Optimization exercise on an open flow, not production practice. RTL: at most simulated, not proved equivalent. Clock network not from TritonCTS: runs 5 and 6. The clock port is an ideal driver here. Power: default activity.

==> flow/config.mk <==
export PLATFORM = sky130hd
export DESIGN_NAME = trafic_light
export DESIGN_NICKNAME = trafic_light
export VERILOG_FILES = /design/flow/design.v
export SDC_FILE = /design/flow/constraint.sdc
export NUM_CORES = 4
export LEC_CHECK = 0
export CAP_MARGIN = 20
export CORE_MARGIN = 2
export CORE_UTILIZATION = 40
export CTS_BUF_LIST = sky130_fd_sc_hd__clkbuf_8
export SLEW_MARGIN = 20
==> flow/constraint.sdc <==
create_clock -name core_clock -period 10.0 [get_ports {clk}]
set_input_delay 2.0000 -clock core_clock [delete_from_list [all_inputs] [get_ports {clk}]]
set_output_delay 2.0000 -clock core_clock [all_outputs]
set_load 0.01 [all_outputs]
==> flow/design.v <==
module oneshot_universal(clk, rst, btn, btn_trig);
parameter WIDTH = 1;
input clk, rst;
input [WIDTH-1:0] btn;
reg [WIDTH-1:0] btn_reg, btn_reg2;
output reg [WIDTH-1:0] btn_trig;
always @(negedge rst or posedge clk) begin
    if(!rst) begin
        btn_reg <= {WIDTH{1'b0}};
        btn_reg2 <= {WIDTH{1'b0}};
        btn_trig <= {WIDTH{1'b0}};
    end
    else begin
        btn_reg <= btn;
        btn_reg2 <= btn_reg;
        btn_trig <= btn_reg & ~btn_reg2;
    end
end
endmodule
module clock(rst, clk, time_spd, add_hour_t, hour1, hour0, min1, min0, sec1, sec0, d_or_n, d_or_n_d);
input rst, clk;
input add_hour_t;        
input [1:0] time_spd;
output reg [1:0] hour1;
output reg [3:0] hour0, min0, sec0;
output reg [2:0] min1, sec1;
output d_or_n;           
output reg d_or_n_d;     
reg [9:0] i;         
reg started;         
reg st2mo_t;         
reg c_m0, mo2mt_t;   
reg c_m1, mt2ho_t;   
reg c_h9, ho2ht_t;   
reg c_h23, ht2d_t;   
reg wrap;
always @(*) begin
    case(time_spd)
        2'b00: wrap = (i >= 1000);
        2'b01: wrap = (i >= 100);
        2'b10: wrap = (i >= 10);
        default: wrap = (i >= 5);
    endcase
end
wire lowz = (i[9:3] == 0) & started;
wire k2 = lowz & (i[2:0] == 3'd2);
wire k4 = lowz & (i[2:0] == 3'd4);
wire k5 = lowz & (i[2:0] == 3'd5);
wire s0z = (sec0 == 0);
wire s1z = (sec1 == 0);
wire sec0_t = k2;                
wire sec1_t = k4 & s0z;          
wire hour_t = mt2ho_t | add_hour_t;
wire sec0_9 = sec0[3] & sec0[0];
wire sec1_5 = sec1[2] & sec1[0];
wire min0_9 = min0[3] & min0[0];
wire min1_5 = min1[2] & min1[0];
wire hour0_9 = hour0[3] & hour0[0];
wire hour_23 = hour1[1] & (hour0 == 4'd3);
assign d_or_n = ~(hour1[0] | hour0[3] | (hour1[1] & ~(hour0[1] & hour0[0])));
always @(negedge rst or posedge clk) begin
    if(!rst) begin
        i <= 0;
        started <= 0;
        st2mo_t <= 0;
        c_m0 <= 0; mo2mt_t <= 0;
        c_m1 <= 0; mt2ho_t <= 0;
        c_h9 <= 0; ho2ht_t <= 0;
        c_h23 <= 0; ht2d_t <= 0;
        sec0 <= 0; sec1 <= 0; min0 <= 0; min1 <= 0; hour0 <= 0; hour1 <= 0;
    end
    else begin
        if(wrap) begin
            i <= 0;
            started <= 1;
        end
        else i <= i + 1'b1;
        if(sec0_t) sec0 <= sec0_9 ? 4'd0 : sec0 + 1'b1;
        if(sec1_t) sec1 <= sec1_5 ? 3'd0 : sec1 + 1'b1;
        st2mo_t <= k5 & s0z & s1z;
        if(st2mo_t) min0 <= min0_9 ? 4'd0 : min0 + 1'b1;
        c_m0 <= st2mo_t & min0_9;
        mo2mt_t <= c_m0;
        if(mo2mt_t) min1 <= min1_5 ? 3'd0 : min1 + 1'b1;
        c_m1 <= mo2mt_t & min1_5;
        mt2ho_t <= c_m1;
        if(hour_t) hour0 <= (hour0_9 | hour_23) ? 4'd0 : hour0 + 1'b1;
        c_h9 <= hour_t & hour0_9;
        c_h23 <= hour_t & hour_23;
        ho2ht_t <= c_h9;
        ht2d_t <= c_h23;
        if(ht2d_t) hour1 <= 0;
        else if(ho2ht_t) hour1 <= hour1 + 1'b1;
    end
end
always @(posedge clk) d_or_n_d <= d_or_n;
endmodule
module LCD(rst, clk, hour1, hour0, min1, min0, sec1, sec0, d_or_n, t_state, LCD_RS, LCD_RW, LCD_DATA, in_reset);
input rst, clk, d_or_n;
input [2:0] t_state;
input [1:0] hour1;
input [3:0] hour0, min0, sec0;
input [2:0] min1, sec1;
output reg LCD_RS, LCD_RW;
output reg [7:0] LCD_DATA;
output in_reset;     
parameter P_FS = 4'd3, P_DO = 4'd4, P_EM = 4'd5, P_L1 = 4'd6, P_L2 = 4'd7,
          P_DT = 4'd14, P_CD = 4'd15;
reg [3:0] ph;
reg [4:0] c;
wire last = &c;
wire [3:0] n_ph = (ph == P_CD) ? P_L1 : ph + 1'b1;
reg [4:0] n_start;
always @(*) begin
    case(n_ph)
        4'd1, 4'd8, 4'd9, 4'd10, 4'd11, 4'd12, 4'd13: n_start = 5'd0;
        4'd2: n_start = 5'd16;
        P_FS, P_DO, P_EM: n_start = 5'd1;
        P_L1, P_L2: n_start = 5'd11;
        P_DT: n_start = 5'd23;
        default: n_start = 5'd26;   
    endcase
end
always @(posedge clk or negedge rst) begin
    if(!rst) begin
        ph <= 4'd0;
        c <= 5'd8;
    end
    else if(last) begin
        ph <= n_ph;
        c <= n_start;
    end
    else c <= c + 1'b1;
end
wire [4:0] k = c - 5'd11;    
assign in_reset = (ph == 4'd0) && (c == 5'd8);
always @(*) begin
    {LCD_RS, LCD_RW, LCD_DATA} = 10'b1_1_0010_0000;
    case(ph)
        4'd0: if(in_reset) {LCD_RS, LCD_RW, LCD_DATA} = 10'b1_1_0000_0000;
        4'd1, 4'd2: ;
        P_FS: {LCD_RS, LCD_RW, LCD_DATA} = 10'b0_0_0011_1000;
        P_DO: {LCD_RS, LCD_RW, LCD_DATA} = 10'b0_0_0000_1100;
        P_EM: {LCD_RS, LCD_RW, LCD_DATA} = 10'b0_0_0000_0110;
        P_L1: begin
            {LCD_RS, LCD_RW} = 2'b10;
            case(k)
                0:  {LCD_RS, LCD_RW, LCD_DATA} = 10'b0_0_1000_0000;
                1:  LCD_DATA = 8'b0101_0100;  
                2:  LCD_DATA = 8'b0110_1001;  
                3:  LCD_DATA = 8'b0110_1101;  
                4:  LCD_DATA = 8'b0110_0101;  
                6:  LCD_DATA = 8'b0011_1010;  
                8:  LCD_DATA = {6'b0011_00, hour1};
                9:  LCD_DATA = {4'b0011, hour0};
                10: LCD_DATA = 8'b0011_1010;  
                11: LCD_DATA = {5'b0011_0, min1};
                12: LCD_DATA = {4'b0011, min0};
                13: LCD_DATA = 8'b0011_1010;  
                14: LCD_DATA = {5'b0011_0, sec1};
                15: LCD_DATA = {4'b0011, sec0};
                default: LCD_DATA = 8'b0010_0000;
            endcase
        end
        P_L2: begin
            {LCD_RS, LCD_RW} = 2'b10;
            case(k)
                0:  {LCD_RS, LCD_RW, LCD_DATA} = 10'b0_0_1100_0000;
                1:  LCD_DATA = 8'b0101_0011;  
                2:  LCD_DATA = 8'b0111_0100;  
                3:  LCD_DATA = 8'b0110_0001;  
                4:  LCD_DATA = 8'b0111_0100;  
                5:  LCD_DATA = 8'b0110_0101;  
                7:  LCD_DATA = 8'b0011_1010;  
                9:  LCD_DATA = {4'b0100, t_state == 3'd7, t_state + 3'd1};  
                10: LCD_DATA = 8'b0010_1000;  
                11: LCD_DATA = d_or_n ? 8'b0100_1110 : 8'b0100_0100;  
                12: LCD_DATA = d_or_n ? 8'b0110_1001 : 8'b0110_0001;  
                13: LCD_DATA = d_or_n ? 8'b0110_0111 : 8'b0111_1001;  
                14: LCD_DATA = d_or_n ? 8'b0110_1000 : 8'b0010_1001;  
                15: LCD_DATA = d_or_n ? 8'b0111_0100 : 8'b0010_0000;  
                16: LCD_DATA = d_or_n ? 8'b0010_1001 : 8'b0010_0000;  
                default: LCD_DATA = 8'b0010_0000;
            endcase
        end
        P_CD:    {LCD_RS, LCD_RW, LCD_DATA} = 10'b0_0_0000_0001;
        default: {LCD_RS, LCD_RW, LCD_DATA} = 10'b0_0_0000_0010;   
    endcase
end
endmodule
module trafic_light(rst, clk, time_spd, add_hour, emgc_btn, LCD_RS, LCD_RW, LCD_DATA, N_C, W_C, S_C, E_C, Walk);
input rst, clk;
input add_hour, emgc_btn;
input [1:0] time_spd;
output LCD_RS, LCD_RW;
output wire [7:0] LCD_DATA;
output reg [3:0] N_C, W_C, S_C, E_C;  
output reg [7:0] Walk;  
parameter A = 3'd0, B = 3'd1, C = 3'd2, D = 3'd3,
          E = 3'd4, F = 3'd5, G = 3'd6, H = 3'd7;
wire d_or_n_now, d_or_n;
wire in_reset;
wire add_hour_t, emgc_btn_t;
wire [1:0] hour1;
wire [3:0] hour0, min0, sec0;
wire [2:0] min1, sec1;
reg ea;
reg [2:0] st;
reg pflag;           
reg night;           
reg emgc;
reg [4:0] hi;        
reg [8:0] lo;        
reg [9:0] emgc_cnt;
localparam [8:0] LO_499 = 9'b000100001;
localparam [8:0] LO_M1 = 9'b100000000;
localparam [9:0] EC_1000 = 10'b0101100100;
wire [8:0] lo_inc = {lo[7:0], ~(lo[8] ^ lo[4])};
wire [9:0] ec_inc = {emgc_cnt[8:0], ~(emgc_cnt[9] ^ emgc_cnt[6])};
oneshot_universal #(.WIDTH(2)) u1(clk, rst, {add_hour, emgc_btn}, {add_hour_t, emgc_btn_t});
clock c1(rst, clk, time_spd, add_hour_t, hour1, hour0, min1, min0, sec1, sec0, d_or_n_now, d_or_n);
LCD l1(rst, clk, hour1, hour0, min1, min0, sec1, sec0, d_or_n, ea ? A : st, LCD_RS, LCD_RW, LCD_DATA, in_reset);
wire frozen = ~ea & (night ? (st == D || st == F || st == G) : (st == B || st == C || st == H));
wire lo_end = (lo == LO_499);
wire ec_end = (emgc_cnt == EC_1000);
wire t_end = ea ? (hi == 5'd30) : night ? (hi == 5'd20) : (hi == 5'd10);
reg [2:0] nxt;
always @(*) begin
    if(night) begin
        case(st)
            A: nxt = ~d_or_n ? A : pflag ? C : E;
            E: nxt = ~d_or_n ? A : H;
            H: nxt = ~d_or_n ? A : B;
            default: nxt = A;        
        endcase
    end
    else begin
        if(d_or_n) nxt = B;
        else case(st)
            A: nxt = D;
            D: nxt = F;
            E: nxt = pflag ? G : A;
            default: nxt = E;        
        endcase
    end
end
always @(posedge clk or negedge rst) begin
    if(!rst) begin
        ea <= 0;
        st <= B;
        pflag <= 0;
        night <= 1;
        emgc <= 0;
        hi <= 0;
        lo <= LO_M1;
        emgc_cnt <= 0;
    end
    else if(emgc_btn_t) emgc <= ~emgc;
    else if(ea) begin
        if(t_end) begin
            ea <= 0;
            if(~d_or_n) st <= A;
            pflag <= (st == B || st == F);
            night <= d_or_n;
            emgc <= 0;
            hi <= 0; lo <= 0;
        end
        else begin
            lo <= lo_end ? 9'd0 : lo_inc;
            hi <= hi + lo_end;
        end
    end
    else if(~frozen) begin
        if(t_end | (emgc & ec_end)) begin
            if(emgc) begin
                ea <= 1;
                emgc_cnt <= 0;
            end
            else st <= nxt;
            pflag <= (st == B || st == F);
            night <= d_or_n;
            hi <= 0; lo <= 0;
        end
        else begin
            lo <= lo_end ? 9'd0 : lo_inc;
            hi <= hi + lo_end;
            if(emgc) emgc_cnt <= ec_inc;
        end
    end
end
reg ly, lf;
always @(*) begin
    ly = 0; lf = 0;
    if(ea | frozen) begin
        if(frozen | hi >= 29) begin ly = 1; lf = 1; end
        else if(hi == 28) ly = 1;
        else if(hi >= 15) lf = hi[0];
    end
    else if(emgc) ly = 1;
    else if(night) begin
        if(st == H) ly = (hi >= 17);
        else if(hi >= 19) ly = 1;
        else if(hi == 18) begin ly = 1; lf = 1; end
        else if(hi >= 10) lf = ~hi[0];
    end
    else begin
        if(st == D) ly = (hi >= 7);
        else if(hi >= 9) begin ly = 1; lf = 1; end
        else if(hi == 8) ly = 1;
        else if(hi >= 5) lf = hi[0];
    end
end
wire [2:0] lp = (ea | frozen) ? A : st;
reg [15:0] veh;
reg [7:0] walk;
always @(*) begin
    case(lp)
        A: begin veh = 16'b0100_0001_0100_0001; walk = 8'b10_01_10_01; end
        B: begin veh = 16'b1100_0001_0001_0001; walk = 8'b10_10_10_01; end
        C: begin veh = 16'b0001_0001_1100_0001; walk = 8'b10_01_10_10; end
        D: begin veh = 16'b1000_0001_1000_0001; walk = 8'b10_10_10_10; end
        E: begin veh = 16'b0001_0100_0001_0100; walk = 8'b01_10_01_10; end
        F: begin veh = 16'b0001_1100_0001_0001; walk = 8'b01_10_10_10; end
        G: begin veh = 16'b0001_0001_0001_1100; walk = 8'b10_10_01_10; end
        default: begin veh = 16'b0001_1000_0001_1000; walk = 8'b10_10_10_10; end
    endcase
    if(in_reset) {N_C, W_C, S_C, E_C, Walk} = 24'hffffff;
    else begin
        {N_C, W_C, S_C, E_C} = ly ? 16'b0010_0010_0010_0010 : veh;
        Walk = lf ? (walk & 8'b10_10_10_10) : walk;
    end
end
endmodule
==> flow/flow/run.sh <==
#!/bin/bash
# Layout flow: the standard synthesis, its combinational logic re-mapped for
# area by ABC (flip-flops untouched; a few ABC scripts are tried, each result
# is proven equal to the standard netlist, and the smallest proven one is
# used, else the standard netlist is kept), then the standard layout with the
# smallest buffer on the ports and a clock tree without dummy loads.
set -uo pipefail
LIB=$FLOW_HOME/platforms/$FLOW_PLATFORM/lib/sky130_fd_sc_hd__tt_025C_1v80.lib
R=orfs/results/$FLOW_PLATFORM/trafic_light/base
bash standard.sh synth > 1_standard_synth.log 2>&1 || exit 1
cp $R/1_2_yosys.v std.v
for n in 1 2 3; do
  (
    mkdir -p rs$n
    sed "s#@LIB@#$LIB#g; s#@TOP@#$FLOW_TOP#g; s#@SCRIPT@#flow/abc_$n.script#g; s#@DIR@#rs$n#g" flow/resynth.ys > rs$n/resynth.ys
    sed "s#@LIB@#$LIB#g; s#@TOP@#$FLOW_TOP#g; s#@DIR@#rs$n#g" flow/equiv.ys > rs$n/equiv.ys
    timeout 900 yosys -s rs$n/resynth.ys > 2_resynth_$n.log 2>&1 &&
      timeout 900 yosys -s rs$n/equiv.ys > 3_equiv_$n.log 2>&1 &&
      grep "Chip area" rs$n/resynth_stat.log | awk '{print $NF}' > rs$n/ok
  ) &
done
wait
best=""; bestarea=""
for n in 1 2 3; do
  if [[ -s rs$n/ok ]]; then
    a=$(cat rs$n/ok)
    if [[ -z "$best" ]] || awk "BEGIN{exit !($a < $bestarea)}"; then best=$n; bestarea=$a; fi
  fi
done
if [[ -n "$best" ]]; then
  cp rs$best/resynth.v $R/1_2_yosys.v
  touch $R/1_2_yosys.v
  echo "resynthesized netlist $best used, area $bestarea" > resynth_status.log
else
  echo "standard netlist kept" > resynth_status.log
fi
bash standard.sh BUFFER_PORTS_ARGS="-buffer_cell sky130_fd_sc_hd__buf_1" \
  CTS_ARGS="-sink_clustering_enable -repair_clock_nets -dont_use_dummy_load -buf_list sky130_fd_sc_hd__clkbuf_8" \
  finish > 4_standard_finish.log 2>&1
==> flow/flow/abc_1.script <==
strash
&get -n
&deepsyn -T 30
&put
dch -f
amap
==> flow/flow/abc_2.script <==
strash
&get -n
&deepsyn -T 30 -S 7
&put
strash
dch -f
map -a
strash
dch -f
amap
==> flow/flow/abc_3.script <==
strash
&get -n
&dc2
&dch -f
&if -a -K 6
&mfs
&put
strash
dch -f
amap
==> flow/flow/equiv.ys <==
# Prove the re-mapped netlist equal to the standard one (same flip-flops).
read_liberty -ignore_miss_func @LIB@
read_verilog std.v
rename @TOP@ gold
read_verilog @DIR@/resynth.v
rename @TOP@ gate
flatten gold gate
hierarchy -check
async2sync
opt_clean
equiv_make gold gate equiv
hierarchy -top equiv
equiv_simple -seq 1
equiv_induct
equiv_status -assert
==> flow/flow/resynth.ys <==
# Re-map the combinational logic of the standard synthesis netlist for area.
# The flip-flops are kept as they are (same instances, names and cells).
read_liberty -ignore_miss_func @LIB@
blackbox sky130_fd_sc_hd__df*
read_verilog std.v
hierarchy -top @TOP@
flatten
opt_clean -purge
abc -script @SCRIPT@ -liberty @LIB@ -dont_use sky130_fd_sc_hd__lpflow_bleeder_1 -dont_use sky130_fd_sc_hd__lpflow_clkbufkapwr_1 -dont_use sky130_fd_sc_hd__lpflow_clkbufkapwr_16 -dont_use sky130_fd_sc_hd__lpflow_clkbufkapwr_2 -dont_use sky130_fd_sc_hd__lpflow_clkbufkapwr_4 -dont_use sky130_fd_sc_hd__lpflow_clkbufkapwr_8 -dont_use sky130_fd_sc_hd__lpflow_clkinvkapwr_1 -dont_use sky130_fd_sc_hd__lpflow_clkinvkapwr_16 -dont_use sky130_fd_sc_hd__lpflow_clkinvkapwr_2 -dont_use sky130_fd_sc_hd__lpflow_clkinvkapwr_4 -dont_use sky130_fd_sc_hd__lpflow_clkinvkapwr_8 -dont_use sky130_fd_sc_hd__lpflow_decapkapwr_12 -dont_use sky130_fd_sc_hd__lpflow_decapkapwr_3 -dont_use sky130_fd_sc_hd__lpflow_decapkapwr_4 -dont_use sky130_fd_sc_hd__lpflow_decapkapwr_6 -dont_use sky130_fd_sc_hd__lpflow_decapkapwr_8 -dont_use sky130_fd_sc_hd__lpflow_inputiso0n_1 -dont_use sky130_fd_sc_hd__lpflow_inputiso0p_1 -dont_use sky130_fd_sc_hd__lpflow_inputiso1n_1 -dont_use sky130_fd_sc_hd__lpflow_inputiso1p_1 -dont_use sky130_fd_sc_hd__lpflow_inputisolatch_1 -dont_use sky130_fd_sc_hd__lpflow_isobufsrc_1 -dont_use sky130_fd_sc_hd__lpflow_isobufsrc_16 -dont_use sky130_fd_sc_hd__lpflow_isobufsrc_2 -dont_use sky130_fd_sc_hd__lpflow_isobufsrc_4 -dont_use sky130_fd_sc_hd__lpflow_isobufsrc_8 -dont_use sky130_fd_sc_hd__lpflow_isobufsrckapwr_16 -dont_use sky130_fd_sc_hd__lpflow_lsbuf_lh_hl_isowell_tap_1 -dont_use sky130_fd_sc_hd__lpflow_lsbuf_lh_hl_isowell_tap_2 -dont_use sky130_fd_sc_hd__lpflow_lsbuf_lh_hl_isowell_tap_4 -dont_use sky130_fd_sc_hd__lpflow_lsbuf_lh_isowell_4 -dont_use sky130_fd_sc_hd__lpflow_lsbuf_lh_isowell_tap_1 -dont_use sky130_fd_sc_hd__lpflow_lsbuf_lh_isowell_tap_2 -dont_use sky130_fd_sc_hd__lpflow_lsbuf_lh_isowell_tap_4 -dont_use sky130_fd_sc_hd__probe -dont_use sky130_fd_sc_hd__probe_p_8 -dont_use sky130_fd_sc_hd__probec_p_8 
opt_clean -purge
insbuf -buf sky130_fd_sc_hd__buf_1 A X
hilomap -singleton -hicell sky130_fd_sc_hd__conb_1 HI -locell sky130_fd_sc_hd__conb_1 LO
splitnets
opt_clean -purge
hierarchy -top @TOP@
read_liberty -lib -ignore_redef @LIB@
check -assert
tee -o @DIR@/resynth_stat.log stat -liberty @LIB@
write_verilog -noattr -nohex -nodec @DIR@/resynth.v
==> flow/standard.sh <==
#!/bin/bash
# synth_recipe.tcl (not shown) runs the flow's synth.tcl, then flattens the netlist and writes it again
# the make line also repeats each setting of config.mk as NAME=value (left out here)
make -C /OpenROAD-flow-scripts/flow DESIGN_CONFIG=/design/flow/config.mk WORK_HOME=/design/flow/orfs CLKGATE_MAP_FILE= SYNTH_SCRIPT=/design/flow/synth_recipe.tcl "${@:-finish}"
==> results.sh, run 1 <==
export IMPL_vdd_drop_max_v=0.000152
export IMPL_cpPeakStageDelay_ps=560
export IMPL_critical_path_buf_inv_count=3
export IMPL_grt_pass1_vias=3653
export IMPL_coreArea_um2=10400
export IMPL_path_common_cell="nor2_1"
export IMPL_cts_resized_gates=0
export IMPL_rows=37
export IMPL_cts_max_level=3
export IMPL_finalInstanceArea_um2=4770
export IMPL_cts_tree="yes"
export IMPL_finalSetupViolCount=0
export IMPL_rsz0062_at_grt="false"
export IMPL_reg_top3="c1.i: 10 flops, emgc_cnt: 10 flops, lo: 9 flops"
export IMPL_grt_max_degree=62
export IMPL_vias=3919
export IMPL_utilization_pct=45.8
export IMPL_wl_per_cell_um=15.4
export IMPL_hold_viol=0
export IMPL_status="timing/DRC/antenna clean"
export IMPL_cts_buffers=9
export IMPL_start_util_pct=41.5
export IMPL_period_share_pct=54.1
export IMPL_dp_hpwl_um=8130
export IMPL_antenna_found_initial=0
export IMPL_place_gp_congestion=0.916
export IMPL_slew_viol_final=0
export IMPL_mappedNetlistArea_um2=4330
export IMPL_layout_drive_gt1_share_pct=2.80
export IMPL_crit_required_ps=8000
export IMPL_num_antenna_cells=0
export IMPL_dieArea_um2=11700
export IMPL_endpoint_kind="output port"
export IMPL_clk_pin_slew_worst_paths_ps=90
export IMPL_cts_sinks=87
export IMPL_cts_setup_buffers=0
export IMPL_die_y_um=108
export IMPL_syn_area_per_cell_um2=8.24
export IMPL_synth_fp_nets=531
export IMPL_critical_path_cell_chain="clkinv_1 > nor2_1 > clkinv_1 > nor2_1 > nor2b_1 > a2111oi_0 > nor3_1 > nor2_1 > nor2_1 > o41a_1 > buf_1"
export IMPL_max_cap_violations=0
export IMPL_clock_skew_ps=21.5
export IMPL_clk_path_buf_depth=2
export IMPL_area_delta_synth_final_pct=10.3
export IMPL_ios=40
export IMPL_drc_errors=0
export IMPL_grt_pass1_wl_um=18300
export IMPL_drtAntennaViolNets=0
export IMPL_tns_ps=0
export IMPL_critPathTopFamily="simple AND/OR/NAND/NOR gates"
export IMPL_fmax_mhz=185
export IMPL_hold_buffers=0
export IMPL_ys_warn_count=4
export IMPL_tightestPinTransition_ps=832
export IMPL_worst_ep_arrival_time_ps=3410
export IMPL_fin_nets=579
export IMPL_root_buffer="clkbuf_8"
export IMPL_place_area_um2=4650
export IMPL_cp_start_kind="flip-flop"
export IMPL_worstSkewPairLatency_ps=360
export IMPL_cp_max_fo=10
export IMPL_port_buffers=39
export IMPL_p_leak_nw=1.88
export IMPL_wirelength_um=10900
export IMPL_grt_ovfl_total=0
export IMPL_viasPerCell=5.54
export IMPL_drtPass1Iterations=6
export IMPL_hp_class="reg -> reg"
export IMPL_min_period_ps=5410
export IMPL_track_usage_pct=20.2
export IMPL_crit_slowest_cell="a2111oi_0"
export IMPL_synth_cells=525
export IMPL_cellPowerDensity_nw_per_um2=189
export IMPL_drt_iter0_markers=405
export IMPL_die_x_um=108
export IMPL_critPathKind="reg -> out"
export IMPL_max_slew_margin_rel_pct=43.1
## final timing paths
path | slack, ps | depth (start not counted) | to | from
max in group asynchronous | 7340 | 2 | pflag | rst
min reg2reg | 340 | 0 | c1.mt2ho_t | c1.c_m1
min in group asynchronous | 1560 | 1 | c1.st2mo_t | rst
max | 4590 | 11 | LCD_DATA[0] | l1.c[1]
min | 340 | 0 | c1.mt2ho_t | c1.c_m1
max reg2reg | 6270 | 14 | st[1] | hi[4]
## routing by layer
layer	global-route usage, %	up-vias	share of wire (%)
met1	28.4	1839	47
met5	0	-	0
met4	7.14	0	2.0
li1	-	1934	-
met2	30.1	126	45
met3	5.30	20	5.6
## placed cells by master (no fill, tap or decap), types with 9 or more instances in the layout
master	instances
o22ai_1	31
dfrtp_1	82
buf_1	38
nor2_1	112
nor3_1	23
clkinv_1	76
clkbuf_8	9
o21ai_0	37
nand2_1	38
nand3_1	12
a21oi_1	22
## area by class of cell
type / instances / area (µm²)
fillers: 1001 / 5640
flip-flops and latches: 87 / 2180
multi-input cells: 359 / 1860
inverters: 76 / 285
well taps: 136 / 170
repair buffers: 40 / 158
clock buffers: 9 / 124
## stage by stage
stage / hold slack [ps] / setup WS, ps / power (mW) / instances
2_1_floorplan: 331 / 5620 / 0.649 / 525
3_3_place_gp: 332 / 5170 / 0.711 / 698
3_5_place_dp: 335 / 5090 / 0.716 / 698
4_1_cts: 338 / 4680 / 0.913 / 707
5_1_grt: 348 / 4330 / 0.974 / 707
6_report: 337 / 4590 / 0.900 / 707
## worst register-to-register path, cell delays in order, from the launching register on
cell and delay (ps):
dfrtp_1 410, clkinv_1 180, nor2_1 140, o21ai_0 120
or4_1 490, o41ai_1 80, a31oi_1 100, o21ai_0 280
clkinv_1 150, nor2_1 440, clkinv_1 370, nor2_1 220
nand2_1 130, or3_1 400, o22ai_1 150
## power breakdown
part	switching [mW]	internal, mW
Clock	0.110	0.0806
Sequential	0.0673	0.429
Combinational	0.130	0.0826
Total	0.307	0.592
==> inputs of run 2 (changes only) <==
--- a/flow/design.v
+++ b/flow/design.v
@@ -1,24 +1,23 @@
-module oneshot_universal(clk, rst, btn, btn_trig);
+module oneshot_universal(clk, clr, btn, btn_trig);
 parameter WIDTH = 1;
-input clk, rst;
+input clk, clr;
 input [WIDTH-1:0] btn;
 reg [WIDTH-1:0] btn_reg, btn_reg2;
 output reg [WIDTH-1:0] btn_trig;
-always @(negedge rst or posedge clk) begin
-    if(!rst) begin
-        btn_reg <= {WIDTH{1'b0}};
+always @(posedge clk) begin
+    btn_reg <= btn;
+    if(clr) begin
         btn_reg2 <= {WIDTH{1'b0}};
         btn_trig <= {WIDTH{1'b0}};
     end
     else begin
-        btn_reg <= btn;
         btn_reg2 <= btn_reg;
         btn_trig <= btn_reg & ~btn_reg2;
     end
 end
 endmodule
-module clock(rst, clk, time_spd, add_hour_t, hour1, hour0, min1, min0, sec1, sec0, d_or_n, d_or_n_d);
-input rst, clk;
+module clock(clr, clk, time_spd, add_hour_t, hour1, hour0, min1, min0, sec1, sec0, d_or_n, d_or_n_d);
+input clr, clk;      
 input add_hour_t;        
 input [1:0] time_spd;
 output reg [1:0] hour1;
@@ -58,9 +57,9 @@
 wire hour0_9 = hour0[3] & hour0[0];
 wire hour_23 = hour1[1] & (hour0 == 4'd3);
 assign d_or_n = ~(hour1[0] | hour0[3] | (hour1[1] & ~(hour0[1] & hour0[0])));
-always @(negedge rst or posedge clk) begin
-    if(!rst) begin
-        i <= 0;
+always @(posedge clk) begin
+    if(clr) begin
+        i <= 1;
         started <= 0;
         st2mo_t <= 0;
         c_m0 <= 0; mo2mt_t <= 0;
@@ -213,12 +212,11 @@
 reg [8:0] lo;        
 reg [9:0] emgc_cnt;
 localparam [8:0] LO_499 = 9'b000100001;
-localparam [8:0] LO_M1 = 9'b100000000;
 localparam [9:0] EC_1000 = 10'b0101100100;
 wire [8:0] lo_inc = {lo[7:0], ~(lo[8] ^ lo[4])};
 wire [9:0] ec_inc = {emgc_cnt[8:0], ~(emgc_cnt[9] ^ emgc_cnt[6])};
-oneshot_universal #(.WIDTH(2)) u1(clk, rst, {add_hour, emgc_btn}, {add_hour_t, emgc_btn_t});
-clock c1(rst, clk, time_spd, add_hour_t, hour1, hour0, min1, min0, sec1, sec0, d_or_n_now, d_or_n);
+oneshot_universal #(.WIDTH(2)) u1(clk, in_reset, {add_hour, emgc_btn}, {add_hour_t, emgc_btn_t});
+clock c1(in_reset, clk, time_spd, add_hour_t, hour1, hour0, min1, min0, sec1, sec0, d_or_n_now, d_or_n);
 LCD l1(rst, clk, hour1, hour0, min1, min0, sec1, sec0, d_or_n, ea ? A : st, LCD_RS, LCD_RW, LCD_DATA, in_reset);
 wire frozen = ~ea & (night ? (st == D || st == F || st == G) : (st == B || st == C || st == H));
 wire lo_end = (lo == LO_499);
@@ -244,15 +242,15 @@
         endcase
     end
 end
-always @(posedge clk or negedge rst) begin
-    if(!rst) begin
+always @(posedge clk) begin
+    if(in_reset) begin
         ea <= 0;
         st <= B;
         pflag <= 0;
         night <= 1;
         emgc <= 0;
         hi <= 0;
-        lo <= LO_M1;
+        lo <= 0;
         emgc_cnt <= 0;
     end
     else if(emgc_btn_t) emgc <= ~emgc;
==> flow/flow/abc_3.script (replaced) <==
strash
&get -n
&deepsyn -T 30 -S 3
&put
dch -f
amap
==> run 2 against run 1 <==
Register-to-register slack improved by 320 ps. Synthesized cell count rose by 5.1%. Sequential cell count stayed put. Hold slack improved by 54 ps.
==> results.sh, run 2 <==
export IMPL_worstSkewPairLatency_ps=360
export IMPL_cts_buffers=9
export IMPL_hp_class="reg -> reg"
export IMPL_cp_max_fo=9
export IMPL_synth_fp_nets=558
export IMPL_cts_setup_buffers=0
export IMPL_cellPowerDensity_nw_per_um2=252
export IMPL_crit_required_ps=8000
export IMPL_p_leak_nw=1.63
export IMPL_rows=36
export IMPL_clk_pin_slew_worst_paths_ps=80
export IMPL_critPathKind="reg -> out"
export IMPL_wl_per_cell_um=14.4
export IMPL_dp_hpwl_um=7890
export IMPL_tightestPinTransition_ps=1050
export IMPL_drtAntennaViolNets=0
export IMPL_reg_top3="c1.i: 10 flops, emgc_cnt: 10 flops, lo: 9 flops"
export IMPL_vdd_drop_max_v=0.000130
export IMPL_synth_cells=552
export IMPL_mostFrequentLayoutCells="nor2_1 (104), clkinv_1 (86), dfxtp_1 (78)"
export IMPL_utilization_pct=45.9
export IMPL_grt_max_degree=32
export IMPL_hold_buffers=0
export IMPL_cts_max_level=3
export IMPL_coreArea_um2=9860
export IMPL_clk_path_buf_depth=2
export IMPL_wirelength_um=10600
export IMPL_endpoint_kind="output port"
export IMPL_min_path_cells=1
export IMPL_antenna_found_initial=0
export IMPL_num_antenna_cells=0
export IMPL_mappedNetlistArea_um2=4090
export IMPL_clock_skew_ps=20.9
export IMPL_fmax_mhz=182
export IMPL_cts_resized_gates=0
export IMPL_place_gp_congestion=0.977
export IMPL_die_y_um=105
export IMPL_grt_pass1_wl_um=17700
export IMPL_tns_ps=0
export IMPL_finalSetupViolCount=0
export IMPL_setup_slack_ps=4510
export IMPL_root_buffer="clkbuf_8"
export IMPL_slew_viol_final=0
export IMPL_ios=40
export IMPL_ff2ff_path_depth=10
export IMPL_period_share_pct=54.9
export IMPL_cp_start_kind="flip-flop"
export IMPL_final_common_cell="nor2_1"
export IMPL_dp_cells=722
export IMPL_fin_nets=606
export IMPL_drc_errors=0
export IMPL_track_usage_pct=19.8
export IMPL_fillers=1007
export IMPL_hold_viol=0
export IMPL_vias=4086
export IMPL_dieArea_um2=11100
export IMPL_viasPerCell=5.59
export IMPL_drtPass1Iterations=8
export IMPL_min_period_ps=5490
export IMPL_timing_hold_ws_ps=391
export IMPL_worst_ep_arrival_time_ps=3490
export IMPL_die_x_um=105
export IMPL_max_cap_violations=0
export IMPL_stdcell_count=731
export IMPL_rsz0062_at_grt="false"
export IMPL_cts_tree="yes"
export IMPL_port_buffers=39
export IMPL_status="timing/DRC/antenna clean"
export IMPL_grt_pass1_vias=3687
export IMPL_max_slew_margin_rel_pct=29.6
export IMPL_cts_sinks=87
export IMPL_drt_iter0_markers=257
export IMPL_ys_warn_count=4
export IMPL_grt_ovfl_total=0
export IMPL_syn_area_per_cell_um2=7.41
export IMPL_start_util_pct=41.5
export IMPL_place_ws_ps=4940
export IMPL_area_delta_synth_final_pct=10.6
export IMPL_layout_drive_gt1_share_pct=1.84
[run 2: cell count changes in the layout (fill, tap and decap cells not counted), sizes merged, moves of 4 or more]
cell    delta
nand3      -4
dfrtp     -74
nor2       -8
nor3      +10
or3       +10
clkinv    +10
nand4      +4
o22ai      +7
dfxtp     +77
[run 2: final cells by class]
class	count	area, µm²	area share, %
multi-input cells	376	1970	43.5
flip-flops and latches	87	1790	39.5
inverters	86	323	7.14
well taps	133	166	3.68
repair buffers	40	154	3.40
clock buffers	9	124	2.74
[run 2: metal layers]
metal  global-route usage (%)  vias up  routed length (µm)
met5                        0        -                   0
met4                     9.43        0                 305
met3                     4.37       33                 647
met2                     29.4      147                4640
met1                     27.1     1859                4960
li1                         -     2047                   -
[run 2: worst paths after layout]
path	from	to	slack [ps]
worst max-delay path	st[0]	S_C[0]	4510
worst min-delay path	u1.btn_reg2[0]	u1.btn_trig[0]	390
worst max register to register	l1.c[2]	st[2]	6590
worst min register to register	u1.btn_reg2[0]	u1.btn_trig[0]	390
max in group asynchronous	rst	l1.c[2]	8020
min in group asynchronous	rst	l1.c[1]	1610
[run 2: power by group]
part / leakage, nW / internal (mW) / total, mW / switching (mW)
combinational: 0.814 / 0.154 / 0.427 / 0.273
sequential: 0.751 / 0.439 / 0.521 / 0.0824
clock: 0.0647 / 0.0807 / 0.191 / 0.110
total: 1.63 / 0.674 / 1.14 / 0.466
[run 2: worst max-delay path, cell delays in order, from the launching register on]
cell      delay, ps
dfxtp_1         490
clkinv_1        140
nor2_1          250
clkinv_1        140
o21ai_0         130
nor2_1           70
a21oi_1         220
nand2_1         160
or3_1           350
a31oi_1         210
clkinv_1        110
o21ai_0         110
nor2_1          110
a21oi_1         230
nand2_1         100
o21ai_0         150
buf_1           170
[run 2: through the flow]
stage | area, µm² | total power, mW
after floorplan | 4090 | 0.828
after global placement | 4400 | 0.945
after detailed placement | 4400 | 0.952
after CTS | 4520 | 1.15
after global routing | 4520 | 1.23
final | 4520 | 1.14
==> inputs of run 3 (changes only) <==
--- a/flow/flow/run.sh
+++ b/flow/flow/run.sh
@@ -9,7 +9,8 @@
 R=orfs/results/$FLOW_PLATFORM/trafic_light/base
 bash standard.sh synth > 1_standard_synth.log 2>&1 || exit 1
 cp $R/1_2_yosys.v std.v
-for n in 1 2 3; do
+cands="1 2 3 4 5 6"
+for n in $cands; do
   (
     mkdir -p rs$n
     sed "s#@LIB@#$LIB#g; s#@TOP@#$FLOW_TOP#g; s#@SCRIPT@#flow/abc_$n.script#g; s#@DIR@#rs$n#g" flow/resynth.ys > rs$n/resynth.ys
@@ -18,10 +19,11 @@
       timeout 900 yosys -s rs$n/equiv.ys > 3_equiv_$n.log 2>&1 &&
       grep "Chip area" rs$n/resynth_stat.log | awk '{print $NF}' > rs$n/ok
   ) &
+  if [[ $n == 3 ]]; then wait; fi
 done
 wait
 best=""; bestarea=""
-for n in 1 2 3; do
+for n in $cands; do
   if [[ -s rs$n/ok ]]; then
     a=$(cat rs$n/ok)
     if [[ -z "$best" ]] || awk "BEGIN{exit !($a < $bestarea)}"; then best=$n; bestarea=$a; fi
==> flow/flow/abc_4.script (new file) <==
strash
&get -n
&deepsyn -T 30 -S 11
&put
strash
dch -f
map -a
strash
dch -f
amap
==> flow/flow/abc_5.script (new file) <==
strash
&get -n
&deepsyn -T 30 -S 5
&put
dch -f
amap
==> flow/flow/abc_6.script (new file) <==
strash
&get -n
&deepsyn -T 30 -S 13
&put
strash
dch -f
map -a
strash
dch -f
amap
==> run 3 against run 2 <==
Largest cell class unchanged. Global-route usage did not move. Sequential power about the same. Combinational power hardly changed. Highest routed layer unchanged.
==> results.sh, run 3 <==
export IMPL_status="timing/DRC/antenna clean"
export IMPL_fin_nets=606
export IMPL_root_buffer="clkbuf_8"
export IMPL_cts_buffers=9
export IMPL_rr_startpoint="l1.c[2]"
export IMPL_place_area_um2=4400
export IMPL_cellPowerDensity_nw_per_um2=252
export IMPL_fmax_mhz=182
export IMPL_cp_start_kind="flip-flop"
export IMPL_vias=4086
export IMPL_start_util_pct=41.5
export IMPL_final_common_cell="nor2_1"
export IMPL_place_gp_congestion=0.977
export IMPL_grt_pass1_vias=3687
export IMPL_endpoint_kind="output port"
export IMPL_p_leak_nw=1.63
export IMPL_critPathKind="reg -> out"
export IMPL_tns_ps=0
export IMPL_grt_ovfl_total=0
export IMPL_wl_per_cell_um=14.4
export IMPL_hold_start="u1.btn_reg2[0]"
export IMPL_synth_fp_nets=558
export IMPL_drtPass1Iterations=8
export IMPL_cp_max_fo=9
export IMPL_r2r_end="st[2]"
export IMPL_grt_pass1_wl_um=17700
export IMPL_coreArea_um2=9860
export IMPL_die_x_um=105
export IMPL_cts_resized_gates=0
export IMPL_rsz0062_at_grt="false"
export IMPL_max_cap_violations=0
export IMPL_min_path_cells=1
export IMPL_viasPerCell=5.59
export IMPL_clock_skew_ps=20.9
export IMPL_grt_max_degree=32
export IMPL_antenna_found_initial=0
export IMPL_crit_required_ps=8000
export IMPL_layout_drive_gt1_share_pct=1.84
export IMPL_tightestPinTransition_ps=1050
export IMPL_worstSkewPairLatency_ps=360
export IMPL_mappedNetlistArea_um2=4090
export IMPL_rows=36
export IMPL_finalInstanceArea_um2=4520
export IMPL_drc_errors=0
export IMPL_drtAntennaViolNets=0
export IMPL_worst_ep_arrival_time_ps=3490
export IMPL_hold_buffers=0
export IMPL_wirelength_um=10600
export IMPL_ff2ff_path_depth=10
export IMPL_reg_top3="c1.i: 10 flops, emgc_cnt: 10 flops, lo: 9 flops"
export IMPL_cts_tree="yes"
export IMPL_track_usage_pct=19.8
export IMPL_rrSetupSlack_ps=6590
export IMPL_hold_end="u1.btn_trig[0]"
export IMPL_port_buffers=39
export IMPL_hold_viol=0
export IMPL_dp_hpwl_um=7890
export IMPL_drt_iter0_markers=257
export IMPL_vdd_drop_max_v=0.000130
export IMPL_min_period_ps=5490
export IMPL_area_delta_synth_final_pct=10.6
export IMPL_die_y_um=105
export IMPL_max_slew_margin_rel_pct=29.6
export IMPL_ios=40
export IMPL_dieArea_um2=11100
export IMPL_period_share_pct=54.9
export IMPL_cts_sinks=87
export IMPL_ys_warn_count=4
export IMPL_num_antenna_cells=0
export IMPL_synth_cells=552
export IMPL_mostFrequentLayoutCells="nor2_1 (104), clkinv_1 (86), dfxtp_1 (78)"
export IMPL_clk_path_buf_depth=2
export IMPL_slew_viol_final=0
export IMPL_hp_class="reg -> reg"
export IMPL_finalSetupViolCount=0
export IMPL_cts_setup_buffers=0
export IMPL_syn_area_per_cell_um2=7.41
export IMPL_critPathLaunch="st[0]"
export IMPL_cts_max_level=3
export IMPL_clk_pin_slew_worst_paths_ps=80
run 3: per-stage QoR:
stage          hold slack, ps  power (mW)  cells  utilization (%)  setup slack (ps)
2_1_floorplan             367       0.828    552                -              5340
3_3_place_gp              374       0.945    722             44.6              4980
3_5_place_dp              375       0.952    722             44.6              4940
4_1_cts                   392        1.15    731             45.9              4540
5_1_grt                   406        1.23    731             45.9              4010
6_report                  391        1.14    731             45.9              4510
run 3: where the power goes:
| group | internal [mW] | total, mW | switching [mW] |
|---|---|---|---|
| Clock | 0.0807 | 0.191 | 0.110 |
| Sequential | 0.439 | 0.521 | 0.0824 |
| Combinational | 0.154 | 0.427 | 0.273 |
run 3: how the worst max path moves through the flow:
stage / to / slack (ps) / cells past startpoint
6_report: S_C[0] / 4510 / 16
2_1_floorplan: S_C[0] / 5340 / 15
3_3_place_gp: W_C[0] / 4980 / 10
4_1_cts: S_C[0] / 4540 / 16
5_1_grt: S_C[0] / 4010 / 16
3_5_place_dp: S_C[0] / 4940 / 16
run 3: per-layer routing:
| layer | GRT usage, % | share of wire (%) |
|---|---|---|
| met1 | 27.1 | 47 |
| met2 | 29.4 | 44 |
| met3 | 4.37 | 6.1 |
| met4 | 9.43 | 2.9 |
| met5 | 0 | 0 |
run 3: cell type report:
type,count,area (µm²)
clock buffers,9,124
multi-input cells,376,1970
fillers,1007,5340
repair buffers,40,154
flip-flops and latches,87,1790
inverters,86,323
well taps,133,166
run 3: critical path, cell delays in order (launching register included):
cell,delay (ps)
dfxtp_1,490
clkinv_1,140
nor2_1,250
clkinv_1,140
o21ai_0,130
nor2_1,70
a21oi_1,220
nand2_1,160
or3_1,350
a31oi_1,210
clkinv_1,110
o21ai_0,110
nor2_1,110
a21oi_1,230
nand2_1,100
o21ai_0,150
buf_1,170
==> inputs of run 4 (changes only) <==
--- a/flow/design.v
+++ b/flow/design.v
@@ -2,18 +2,13 @@
 parameter WIDTH = 1;
 input clk, clr;
 input [WIDTH-1:0] btn;
-reg [WIDTH-1:0] btn_reg, btn_reg2;
-output reg [WIDTH-1:0] btn_trig;
+reg [WIDTH-1:0] btn_reg, btn_reg2, btn_reg3;
+output [WIDTH-1:0] btn_trig;
+assign btn_trig = btn_reg2 & ~btn_reg3;
 always @(posedge clk) begin
     btn_reg <= btn;
-    if(clr) begin
-        btn_reg2 <= {WIDTH{1'b0}};
-        btn_trig <= {WIDTH{1'b0}};
-    end
-    else begin
-        btn_reg2 <= btn_reg;
-        btn_trig <= btn_reg & ~btn_reg2;
-    end
+    btn_reg2 <= clr ? {WIDTH{1'b0}} : btn_reg;
+    btn_reg3 <= btn_reg2;
 end
 endmodule
 module clock(clr, clk, time_spd, add_hour_t, hour1, hour0, min1, min0, sec1, sec0, d_or_n, d_or_n_d);
--- a/flow/flow/run.sh
+++ b/flow/flow/run.sh
@@ -9,6 +9,9 @@
 R=orfs/results/$FLOW_PLATFORM/trafic_light/base
 bash standard.sh synth > 1_standard_synth.log 2>&1 || exit 1
 cp $R/1_2_yosys.v std.v
+# the flip-flops (instance and cell) of a netlist, to check they are kept
+seqcells() { grep -oE '^ *sky130_fd_sc_hd__(df|dl|edf|sdf|sdl|sedf)[a-z0-9_]* +[^ ]+' "$1" | sed -E 's/_[0-9]+ / /' | sort; }
+seqcells std.v > std_seq.log
 cands="1 2 3 4 5 6"
 for n in $cands; do
   (
@@ -17,6 +20,8 @@
     sed "s#@LIB@#$LIB#g; s#@TOP@#$FLOW_TOP#g; s#@DIR@#rs$n#g" flow/equiv.ys > rs$n/equiv.ys
     timeout 900 yosys -s rs$n/resynth.ys > 2_resynth_$n.log 2>&1 &&
       timeout 900 yosys -s rs$n/equiv.ys > 3_equiv_$n.log 2>&1 &&
+      ! grep -qE '^ *(always|reg) ' rs$n/resynth.v &&
+      seqcells rs$n/resynth.v | cmp -s - std_seq.log &&
       grep "Chip area" rs$n/resynth_stat.log | awk '{print $NF}' > rs$n/ok
   ) &
   if [[ $n == 3 ]]; then wait; fi
--- a/flow/flow/resynth.ys
+++ b/flow/flow/resynth.ys
@@ -1,7 +1,7 @@
 # Re-map the combinational logic of the standard synthesis netlist for area.
 # The flip-flops are kept as they are (same instances, names and cells).
 read_liberty -ignore_miss_func @LIB@
-blackbox sky130_fd_sc_hd__df*
+blackbox sky130_fd_sc_hd__df* sky130_fd_sc_hd__dl* sky130_fd_sc_hd__edf* sky130_fd_sc_hd__sdf* sky130_fd_sc_hd__sdl* sky130_fd_sc_hd__sedf* sky130_fd_sc_hd__lpflow_inputisolatch*
 read_verilog std.v
 hierarchy -top @TOP@
 flatten
==> run 4 against run 3 <==
Design area grew 0.11%. Sequential power decreased by 6.9%. Routed wire length is 1.1% lower.
==> results.sh, run 4 <==
export IMPL_status="timing/DRC/antenna clean"
export IMPL_clk_pin_slew_worst_paths_ps=90
export IMPL_min_period_ps=5830
export IMPL_ios=40
export IMPL_cts_max_level=3
export IMPL_root_buffer="clkbuf_8"
export IMPL_tns_ps=0
export IMPL_track_usage_pct=19.8
export IMPL_ff2ff_path_depth=10
export IMPL_finalSetupViolCount=0
export IMPL_tightestPinTransition_ps=1060
export IMPL_fmax_mhz=171
export IMPL_stdcell_count=731
export IMPL_num_antenna_cells=0
export IMPL_vdd_drop_max_v=0.000111
export IMPL_max_slew_margin_rel_pct=28.4
export IMPL_slew_viol_final=0
export IMPL_grt_pass1_wl_um=17900
export IMPL_critPathKind="reg -> out"
export IMPL_hold_buffers=0
export IMPL_port_buffers=39
export IMPL_vias=4032
export IMPL_grt_ovfl_total=0
export IMPL_wl_per_cell_um=14.3
export IMPL_syn_area_per_cell_um2=7.42
export IMPL_drtAntennaViolNets=0
export IMPL_period_share_pct=58.3
export IMPL_rr_startpoint="l1.c[2]"
export IMPL_mappedNetlistArea_um2=4100
export IMPL_hp_class="reg -> reg"
export IMPL_rsz0062_at_grt="false"
export IMPL_cts_sinks=87
export IMPL_dieArea_um2=11100
export IMPL_cts_tree="yes"
export IMPL_worst_ep_arrival_time_ps=3830
export IMPL_drtPass1Iterations=5
export IMPL_worstSkewPairLatency_ps=350
export IMPL_crit_required_ps=8000
export IMPL_drt_iter0_markers=197
export IMPL_hold_viol=0
export IMPL_p_leak_nw=1.63
export IMPL_synth_cells=552
export IMPL_ys_warn_count=4
export IMPL_die_y_um=105
export IMPL_reg_top3="c1.i: 10 flops, emgc_cnt: 10 flops, lo: 9 flops"
export IMPL_place_gp_congestion=0.926
export IMPL_final_common_cell="nor2_1"
export IMPL_max_cap_violations=0
export IMPL_min_path_cells=0
export IMPL_synth_fp_nets=558
export IMPL_cts_buffers=9
export IMPL_fin_nets=606
export IMPL_rrSetupSlack_ps=5860
export IMPL_wirelength_um=10400
export IMPL_cp_max_fo=31
export IMPL_start_util_pct=41.5
export IMPL_cellPowerDensity_nw_per_um2=195
export IMPL_clock_skew_ps=31.4
export IMPL_dp_cells=722
export IMPL_hold_end="u1.btn_reg3[0]"
export IMPL_rows=36
export IMPL_dp_hpwl_um=7900
export IMPL_area_delta_synth_final_pct=10.6
export IMPL_hold_start="u1.btn_reg2[0]"
export IMPL_cp_start_kind="flip-flop"
export IMPL_r2r_end="emgc_cnt[9]"
export IMPL_cts_resized_gates=0
export IMPL_layout_drive_gt1_share_pct=1.84
export IMPL_antenna_found_initial=0
export IMPL_mostFrequentLayoutCells="nor2_1 (124), clkinv_1 (82), dfxtp_1 (78)"
export IMPL_clk_path_buf_depth=2
export IMPL_grt_max_degree=32
export IMPL_die_x_um=105
export IMPL_grt_pass1_vias=3767
export IMPL_coreArea_um2=9860
export IMPL_endpoint_kind="output port"
export IMPL_viasPerCell=5.52
export IMPL_timing_hold_ws_ps=353
export IMPL_cts_setup_buffers=0
export IMPL_drc_errors=0
[run 4: routing by layer]
layer / vias up / routed length [µm] / track usage (%)
li1: 2030 / - / -
met2: 134 / 4610 / 30.7
met4: 0 / 272 / 7.52
met3: 23 / 600 / 3.99
met1: 1845 / 4960 / 26.9
met5: - / 0 / 0
[run 4: worst max-delay path, stage by stage (launching register included)]
cell and delay [ps]:
dfrtp_1 560, clkinv_1 410, nand3_1 260, nor3_1 90, nand2_1 70, buf_4 240
clkinv_1 710, nor2_1 440, clkinv_1 180, a21oi_1 230, or2_0 150, buf_1 150
[run 4: area by class of cell]
type	instances	area [µm²]
well taps	133	166
inverters	82	308
clock buffers	9	124
multi-input cells	380	1990
repair buffers	40	154
flip-flops and latches	87	1790
fillers	969	5340
[run 4: worst max path at each step]
stage             from      end  cells past startpoint
2_1_floorplan  l1.c[2]  Walk[2]                     10
3_3_place_gp   l1.c[2]  Walk[2]                     12
3_5_place_dp   l1.c[2]  Walk[5]                     11
4_1_cts        l1.c[2]  Walk[6]                     12
5_1_grt        l1.c[2]   W_C[2]                     12
6_report       l1.c[2]  Walk[5]                     11
[run 4: stage by stage]
step | power [mW] | setup slack (ps) | area, µm² | utilization (%)
final | 0.882 | 4170 | 4530 | 45.9
after global placement | 0.697 | 4670 | 4400 | 44.6
after CTS | 0.892 | 4190 | 4530 | 45.9
after detailed placement | 0.702 | 4540 | 4400 | 44.6
after floorplan | 0.644 | 5270 | 4100 | -
after global routing | 0.949 | 3720 | 4530 | 45.9
[run 4: where the power goes]
group	switching (mW)	total (mW)	leakage, nW	internal [mW]
registers	0.0591	0.485	0.750	0.426
logic	0.126	0.210	0.819	0.0835
clock network	0.107	0.188	0.0647	0.0807
total	0.292	0.882	1.63	0.590
==> inputs of run 5 (changes only) <==
--- a/flow/flow/run.sh
+++ b/flow/flow/run.sh
@@ -41,6 +41,15 @@
 else
   echo "standard netlist kept" > resynth_status.log
 fi
-bash standard.sh BUFFER_PORTS_ARGS="-buffer_cell sky130_fd_sc_hd__buf_1" \
-  CTS_ARGS="-sink_clustering_enable -repair_clock_nets -dont_use_dummy_load -buf_list sky130_fd_sc_hd__clkbuf_8" \
-  finish > 4_standard_finish.log 2>&1
+ARGS=(BUFFER_PORTS_ARGS="-buffer_cell sky130_fd_sc_hd__buf_1"
+      CTS_ARGS="-sink_clustering_enable -repair_clock_nets -dont_use_dummy_load -buf_list sky130_fd_sc_hd__clkbuf_8")
+bash standard.sh "${ARGS[@]}" place > 4_standard_place.log 2>&1 || exit 1
+# own clock tree in place of ORFS's cts step; if it fails, ORFS's is used
+if PLATFORM_DIR=$FLOW_HOME/platforms/$FLOW_PLATFORM RESULTS=$R CLOCK_PORT=clk \
+    CTS_CELL=sky130_fd_sc_hd__clkbuf_16 timeout 600 openroad -no_init -exit flow/cts.tcl > 5_cts.log 2>&1; then
+  echo "own clock tree used" > cts_status.log
+else
+  rm -f $R/4_1_cts.odb $R/4_cts.sdc
+  echo "ORFS clock tree used" > cts_status.log
+fi
+bash standard.sh "${ARGS[@]}" finish > 6_standard_finish.log 2>&1
==> flow/flow/cts.tcl (new file) <==
# Clock tree: the clock port drives four buffers, each of which drives the
# flip-flops of one quarter of the placement (split at the median x, then at
# the median y of each half).  Replaces ORFS's cts step; writes its outputs.
set P $::env(PLATFORM_DIR)
set R $::env(RESULTS)
read_liberty $P/lib/sky130_fd_sc_hd__tt_025C_1v80.lib
read_db $R/3_place.odb
read_sdc $R/3_place.sdc
source $P/setRC.tcl
set db [ord::get_db]
set block [ord::get_db_block]
set clknet [$block findNet $::env(CLOCK_PORT)]
set sinks {}
foreach it [$clknet getITerms] {
  set inst [$it getInst]
  set bb [$inst getBBox]
  lappend sinks [list $it [expr {([$bb xMin]+[$bb xMax])/2}] [expr {([$bb yMin]+[$bb yMax])/2}]]
}
puts "clock sinks: [llength $sinks]"
set sx [lsort -integer -index 1 $sinks]
set n [llength $sx]
set groups {}
foreach half [list [lrange $sx 0 [expr {$n/2 - 1}]] [lrange $sx [expr {$n/2}] end]] {
  set sy [lsort -integer -index 2 $half]
  set m [llength $sy]
  lappend groups [lrange $sy 0 [expr {$m/2 - 1}]] [lrange $sy [expr {$m/2}] end]
}
set master [$db findMaster $::env(CTS_CELL)]
set k 0
foreach g $groups {
  set net [odb::dbNet_create $block "clknet_q$k"]
  $net setSigType CLOCK
  set buf [odb::dbInst_create $block $master "clkbuf_q$k"]
  [$buf findITerm A] connect $clknet
  [$buf findITerm X] connect $net
  set cx 0; set cy 0
  foreach s $g {
    set it [lindex $s 0]
    $it disconnect
    $it connect $net
    incr cx [lindex $s 1]; incr cy [lindex $s 2]
  }
  set cx [expr {$cx / [llength $g]}]; set cy [expr {$cy / [llength $g]}]
  $buf setLocation $cx $cy
  $buf setPlacementStatus PLACED
  puts "clock group $k: [llength $g] flip-flops, buffer at $cx $cy"
  incr k
}
$clknet setSigType CLOCK
set_propagated_clock [all_clocks]
detailed_placement
check_placement -verbose
estimate_parasitics -placement
report_clock_skew
report_worst_slack -min
report_worst_slack -max
set worst 0
foreach pin [get_pins -hierarchical */CLK] {
  set s [get_property $pin slew_max]
  if {$s > $worst} {set worst $s}
}
puts "worst flip-flop clock slew (placement estimate): $worst"
write_db $R/4_1_cts.odb
write_sdc $R/4_cts.sdc
==> run 5 against run 4 <==
Still clean. Synthesized area decreased by 0.49%. Critical path depth increased by 1. Routed wire length decreased by 1.6%. Total power decreased by 4.1%. Sequential share of layout area increased by 0.45 points. First-iteration DRC count decreased by 21%. Worst setup slack got worse by 57 ps. Utilization decreased by 0.31 points. Critical path type unchanged. Critical endpoint is now Walk[2].
==> results.sh, run 5 <==
export IMPL_critPathKind="reg -> out"
export IMPL_crit_required_ps=8000
export IMPL_grt_pass1_vias=3750
export IMPL_wl_met2_um=4870
export IMPL_drtAntennaViolNets=0
export IMPL_reg_top3="c1.i: 10 flops, emgc_cnt: 10 flops, lo: 9 flops"
export IMPL_antenna_found_initial=0
export IMPL_power_share_clock_pct=18.9
export IMPL_tightestPinTransition_ps=908
export IMPL_crit_slowest_cell="clkinv_1"
export IMPL_critical_path_cell_chain="clkinv_1 > nor2_1 > nand2_1 > nor4_1 > nand3_1 > clkinv_1 > nor2_1 > nand3_1 > nor2_1 > nor2_1 > nor2_1 > buf_1"
export IMPL_critical_path_buf_inv_count=3
export IMPL_drc_errors=0
export IMPL_mappedNetlistArea_um2=4080
export IMPL_layout_drive_gt1_share_pct=0.842
export IMPL_ys_warn_count=4
export IMPL_min_path_cells=0
export IMPL_cpPeakStageDelay_ps=710
export IMPL_place_gp_congestion=0.941
export IMPL_die_x_um=105
export IMPL_cp_start_kind="flip-flop"
export IMPL_met3_length_um=402
export IMPL_p_sw_mw=0.267
export IMPL_status="timing/DRC/antenna clean"
export IMPL_ff2ff_path_depth=10
export IMPL_die_y_um=105
export IMPL_hp_class="reg -> reg"
export IMPL_coreArea_um2=9820
export IMPL_vdd_drop_max_v=0.0000910
export IMPL_slew_viol_final=0
export IMPL_synth_fp_nets=560
export IMPL_ios=40
export IMPL_cp_max_fo=25
export IMPL_worstSkewPairLatency_ps=150
export IMPL_grt_ovfl_total=0
export IMPL_period_share_pct=58.9
export IMPL_min_period_ps=5890
export IMPL_combPwrFrac_pct=23.4
export IMPL_fillers=1012
export IMPL_wirelength_um=10300
export IMPL_dieArea_um2=11000
export IMPL_grt_max_degree=26
export IMPL_rrSetupSlack_ps=5990
export IMPL_path_common_cell="nor2_1"
export IMPL_drt_iter0_markers=156
export IMPL_totalPowerFinal_mw=0.846
export IMPL_wl_per_cell_um=14.1
export IMPL_final_common_cell="nor2_1"
export IMPL_endpoint_kind="output port"
export IMPL_grt_pass1_wl_um=17500
export IMPL_fmax_mhz=170
export IMPL_port_buffers=39
export IMPL_max_slew_margin_rel_pct=38.8
export IMPL_worst_ep_arrival_time_ps=3890
export IMPL_switching_share_pct=31.5
export IMPL_viasPerCell=5.49
export IMPL_track_usage_pct=18.5
export IMPL_vias=3992
export IMPL_synth_cells=554
export IMPL_max_cap_violations=0
export IMPL_wl_met1_um=4820
export IMPL_num_antenna_cells=0
export IMPL_start_util_pct=41.5
export IMPL_cp_num_cells=12
export IMPL_top_layer="met4"
export IMPL_cellPowerDensity_nw_per_um2=189
export IMPL_area_delta_synth_final_pct=9.86
export IMPL_internal_power_mw=0.579
export IMPL_hold_viol=0
export IMPL_clock_skew_ps=8.63
export IMPL_fin_nets=602
export IMPL_p_leak_nw=1.60
export IMPL_syn_area_per_cell_um2=7.36
export IMPL_tns_ps=0
export IMPL_drtPass1Iterations=5
export IMPL_pwr_share_seq_pct=57.6
export IMPL_rsz0062_at_grt="false"
export IMPL_dp_hpwl_um=7870
export IMPL_rows=36
export IMPL_critPathTopFamily="simple AND/OR/NAND/NOR gates"
export IMPL_mostFrequentLayoutCells="nor2_1 (111), clkinv_1 (83), dfxtp_1 (78)"
export IMPL_finalSetupViolCount=0
export IMPL_clk_pin_slew_worst_paths_ps=90
run 5: final cells by class:
type	instances	area (µm²)	area share, %
Timing Repair Buffer	39	146	3.27
Tap cell	133	166	3.72
Buffer	4	100	2.24
Inverter	83	312	6.96
Sequential cell	87	1790	39.9
Multi-Input combinational cell	381	1960	43.9
run 5: path summary, 6_finish.rpt:
kind                                      from        endpoint
worst max-delay path                   l1.c[3]         Walk[2]
worst min-delay path            u1.btn_reg2[0]  u1.btn_reg3[0]
worst max register to register         l1.c[3]           lo[0]
worst min register to register  u1.btn_reg2[0]  u1.btn_reg3[0]
max in group asynchronous                  rst         l1.c[3]
min in group asynchronous                  rst        l1.ph[0]
run 5: power by group through the flow:
stage                     registers, mW  clock network (mW)  logic, mW
final                             0.488               0.160      0.198
after global routing              0.501               0.178      0.228
after detailed placement          0.496                   0      0.199
after global placement            0.495                   0      0.195
after floorplan                   0.478                   0      0.159
run 5: layer usage:
metal / track usage (%) / vias up
li1: - / 2036
met1: 25.6 / 1852
met2: 32.4 / 90
met3: 1.25 / 14
met4: 2.86 / 0
met5: 0 / -
run 5: worst reg2reg max path, delay by kind of cell (launching register included):
kind | cells | cell delay, ps
AO/OA/AOI/OAI | 1 | 110
flip-flops | 1 | 570
AND/OR/NAND/NOR | 7 | 2170
buffers and inverters | 2 | 1000
run 5: per-stage QoR:
stage	hold slack [ps]	instance area [µm²]	utilization, %	worst slack [ps]	cells
3_3_place_gp	330	4380	44.6	4350	723
3_5_place_dp	336	4380	44.6	4230	723
5_1_grt	360	4480	45.6	3510	727
6_report	352	4480	45.6	4110	727
2_1_floorplan	324	4080	-	5240	554
==> inputs of run 6 (changes only) <==
--- a/flow/flow/run.sh
+++ b/flow/flow/run.sh
@@ -3,7 +3,8 @@
 # area by ABC (flip-flops untouched; a few ABC scripts are tried, each result
 # is proven equal to the standard netlist, and the smallest proven one is
 # used, else the standard netlist is kept), then the standard layout with the
-# smallest buffer on the ports and a clock tree without dummy loads.
+# smallest buffer on the ports, and a clock tree of four buffers driven by the
+# clock port (flow/cts.tcl) in place of ORFS's cts step.
 set -uo pipefail
 LIB=$FLOW_HOME/platforms/$FLOW_PLATFORM/lib/sky130_fd_sc_hd__tt_025C_1v80.lib
 R=orfs/results/$FLOW_PLATFORM/trafic_light/base
@@ -12,7 +13,7 @@
 # the flip-flops (instance and cell) of a netlist, to check they are kept
 seqcells() { grep -oE '^ *sky130_fd_sc_hd__(df|dl|edf|sdf|sdl|sedf)[a-z0-9_]* +[^ ]+' "$1" | sed -E 's/_[0-9]+ / /' | sort; }
 seqcells std.v > std_seq.log
-cands="1 2 3 4 5 6"
+cands="1 2 3 4 5 6 7 8"
 for n in $cands; do
   (
     mkdir -p rs$n
@@ -20,11 +21,11 @@
     sed "s#@LIB@#$LIB#g; s#@TOP@#$FLOW_TOP#g; s#@DIR@#rs$n#g" flow/equiv.ys > rs$n/equiv.ys
     timeout 900 yosys -s rs$n/resynth.ys > 2_resynth_$n.log 2>&1 &&
       timeout 900 yosys -s rs$n/equiv.ys > 3_equiv_$n.log 2>&1 &&
-      ! grep -qE '^ *(always|reg) ' rs$n/resynth.v &&
+      ! grep -qE '^ *(always|reg|assign) ' rs$n/resynth.v &&
       seqcells rs$n/resynth.v | cmp -s - std_seq.log &&
       grep "Chip area" rs$n/resynth_stat.log | awk '{print $NF}' > rs$n/ok
   ) &
-  if [[ $n == 3 ]]; then wait; fi
+  if [[ $n == 4 ]]; then wait; fi
 done
 wait
 best=""; bestarea=""
==> flow/flow/abc_7.script (new file) <==
strash
&get -n
&deepsyn -T 30 -S 17
&put
dch -f
amap
==> flow/flow/abc_8.script (new file) <==
strash
&get -n
&deepsyn -T 30 -S 19
&put
strash
dch -f
map -a
strash
dch -f
amap
--- a/flow/flow/resynth.ys
+++ b/flow/flow/resynth.ys
@@ -14,6 +14,6 @@
 opt_clean -purge
 hierarchy -top @TOP@
 read_liberty -lib -ignore_redef @LIB@
-check -assert
+check -assert -mapped
 tee -o @DIR@/resynth_stat.log stat -liberty @LIB@
 write_verilog -noattr -nohex -nodec @DIR@/resynth.v
==> run 6 against run 5 <==
Die area unchanged. Register-to-register slack about the same. Clock skew unchanged. Design area unchanged. Hold slack unchanged. Via count unchanged. Critical endpoint unchanged. Largest cell class unchanged. Largest power group unchanged.
==> results.sh, run 6 <==
export IMPL_stdcell_count=727
export IMPL_hold_viol=0
export IMPL_vias=3992
export IMPL_syn_area_per_cell_um2=7.36
export IMPL_max_cap_violations=0
export IMPL_cellPowerDensity_nw_per_um2=189
export IMPL_synth_cells=554
export IMPL_worst_ep_arrival_time_ps=3890
export IMPL_dp_hpwl_um=7870
export IMPL_status="timing/DRC/antenna clean"
export IMPL_track_usage_pct=18.5
export IMPL_cpPeakStageDelay_ps=710
export IMPL_crit_slowest_cell="clkinv_1"
export IMPL_die_y_um=105
export IMPL_max_slew_margin_rel_pct=38.8
export IMPL_setup_slack_ps=4110
export IMPL_antenna_found_initial=0
export IMPL_totalPowerFinal_mw=0.846
export IMPL_worstSkewPairLatency_ps=150
export IMPL_synth_fp_nets=560
export IMPL_min_period_ps=5890
export IMPL_start_util_pct=41.5
export IMPL_area_delta_synth_final_pct=9.86
export IMPL_fmax_mhz=170
export IMPL_grtUsageMet2_pct=32.4
export IMPL_mappedNetlistArea_um2=4080
export IMPL_drc_errors=0
export IMPL_grt_max_degree=26
export IMPL_wl_per_cell_um=14.1
export IMPL_rows=36
export IMPL_critPathKind="reg -> out"
export IMPL_grt_pass1_vias=3750
export IMPL_wirelength_um=10300
export IMPL_place_ws_ps=4230
export IMPL_combPwrFrac_pct=23.4
export IMPL_port_buffers=39
export IMPL_drtPass1Iterations=5
export IMPL_p_leak_nw=1.60
export IMPL_timing_hold_ws_ps=352
export IMPL_hold_start="u1.btn_reg2[0]"
export IMPL_path_common_cell="nor2_1"
export IMPL_finalSetupViolCount=0
export IMPL_dieArea_um2=11000
export IMPL_internal_power_mw=0.579
export IMPL_cp_max_fo=25
export IMPL_critical_path_cell_chain="clkinv_1 > nor2_1 > nand2_1 > nor4_1 > nand3_1 > clkinv_1 > nor2_1 > nand3_1 > nor2_1 > nor2_1 > nor2_1 > buf_1"
export IMPL_reg_top3="c1.i: 10 flops, emgc_cnt: 10 flops, lo: 9 flops"
export IMPL_period_share_pct=58.9
export IMPL_dp_cells=723
export IMPL_clk_pin_slew_worst_paths_ps=90
export IMPL_place_gp_congestion=0.941
export IMPL_crit_required_ps=8000
export IMPL_pwr_share_seq_pct=57.6
export IMPL_layout_drive_gt1_share_pct=0.842
export IMPL_grt_ovfl_total=0
export IMPL_rrSetupSlack_ps=5990
export IMPL_ios=40
export IMPL_drt_iter0_markers=156
export IMPL_r2r_end="lo[0]"
export IMPL_min_path_cells=0
export IMPL_final_common_cell="nor2_1"
export IMPL_vdd_drop_max_v=0.0000910
export IMPL_busiest_layer="met2"
export IMPL_slew_viol_final=0
export IMPL_endpoint_kind="output port"
export IMPL_drtAntennaViolNets=0
export IMPL_clock_skew_ps=8.63
export IMPL_place_area_um2=4380
export IMPL_die_x_um=105
export IMPL_use_met1_pct=25.6
export IMPL_finalInstanceArea_um2=4480
export IMPL_rsz0062_at_grt="false"
export IMPL_grt_use_met3_pct=1.25
export IMPL_hp_class="reg -> reg"
export IMPL_power_share_clock_pct=18.9
export IMPL_mostFrequentLayoutCells="nor2_1 (111), clkinv_1 (83), dfxtp_1 (78)"
export IMPL_num_antenna_cells=0
export IMPL_tightestPinTransition_ps=908
export IMPL_fin_nets=602
export IMPL_tns_ps=0
export IMPL_p_sw_mw=0.267
export IMPL_hold_end="u1.btn_reg3[0]"
export IMPL_switching_share_pct=31.5
export IMPL_grt_pass1_wl_um=17500
export IMPL_rr_startpoint="l1.c[3]"
export IMPL_coreArea_um2=9820
export IMPL_viasPerCell=5.49
export IMPL_ff2ff_path_depth=10
export IMPL_cp_start_kind="flip-flop"
export IMPL_ys_warn_count=4
export IMPL_utilization_pct=45.6
[run 6: worst max-delay path, delay by kind of cell (launching register included)]
family | cells | cell delay [ps]
and+or+nand+nor | 9 | 2030
buffers and inverters | 3 | 1120
DFF | 1 | 570
[run 6: routing by layer]
metal / vias to the layer above / wire [µm]
met1: 1852 / 4820
met2: 90 / 4870
met5: - / 0
met3: 14 / 402
met4: 0 / 176
li1: 2036 / -
[run 6: area by class of cell]
type / count / area (µm²)
multi-input cells: 381 / 1960
well taps: 133 / 166
flip-flops and latches: 87 / 1790
repair buffers: 39 / 146
inverters: 83 / 312
fillers: 1012 / 5340
plain buffers: 4 / 100
[run 6: how the worst max path moves through the flow]
| stage | cells after the start | start | slack [ps] | to |
|---|---|---|---|---|
| 3_3_place_gp | 12 | l1.c[3] | 4350 | Walk[2] |
| 3_5_place_dp | 12 | l1.c[3] | 4230 | Walk[2] |
| 6_report | 12 | l1.c[3] | 4110 | Walk[2] |
| 2_1_floorplan | 11 | l1.c[3] | 5240 | Walk[6] |
| 5_1_grt | 12 | l1.c[3] | 3510 | Walk[2] |
[run 6: power groups by stage]
stage	logic (mW)	clock network, mW	registers, mW
6_report	0.198	0.160	0.488
5_1_grt	0.228	0.178	0.501
3_5_place_dp	0.199	0	0.496
3_3_place_gp	0.195	0	0.495
2_1_floorplan	0.159	0	0.478
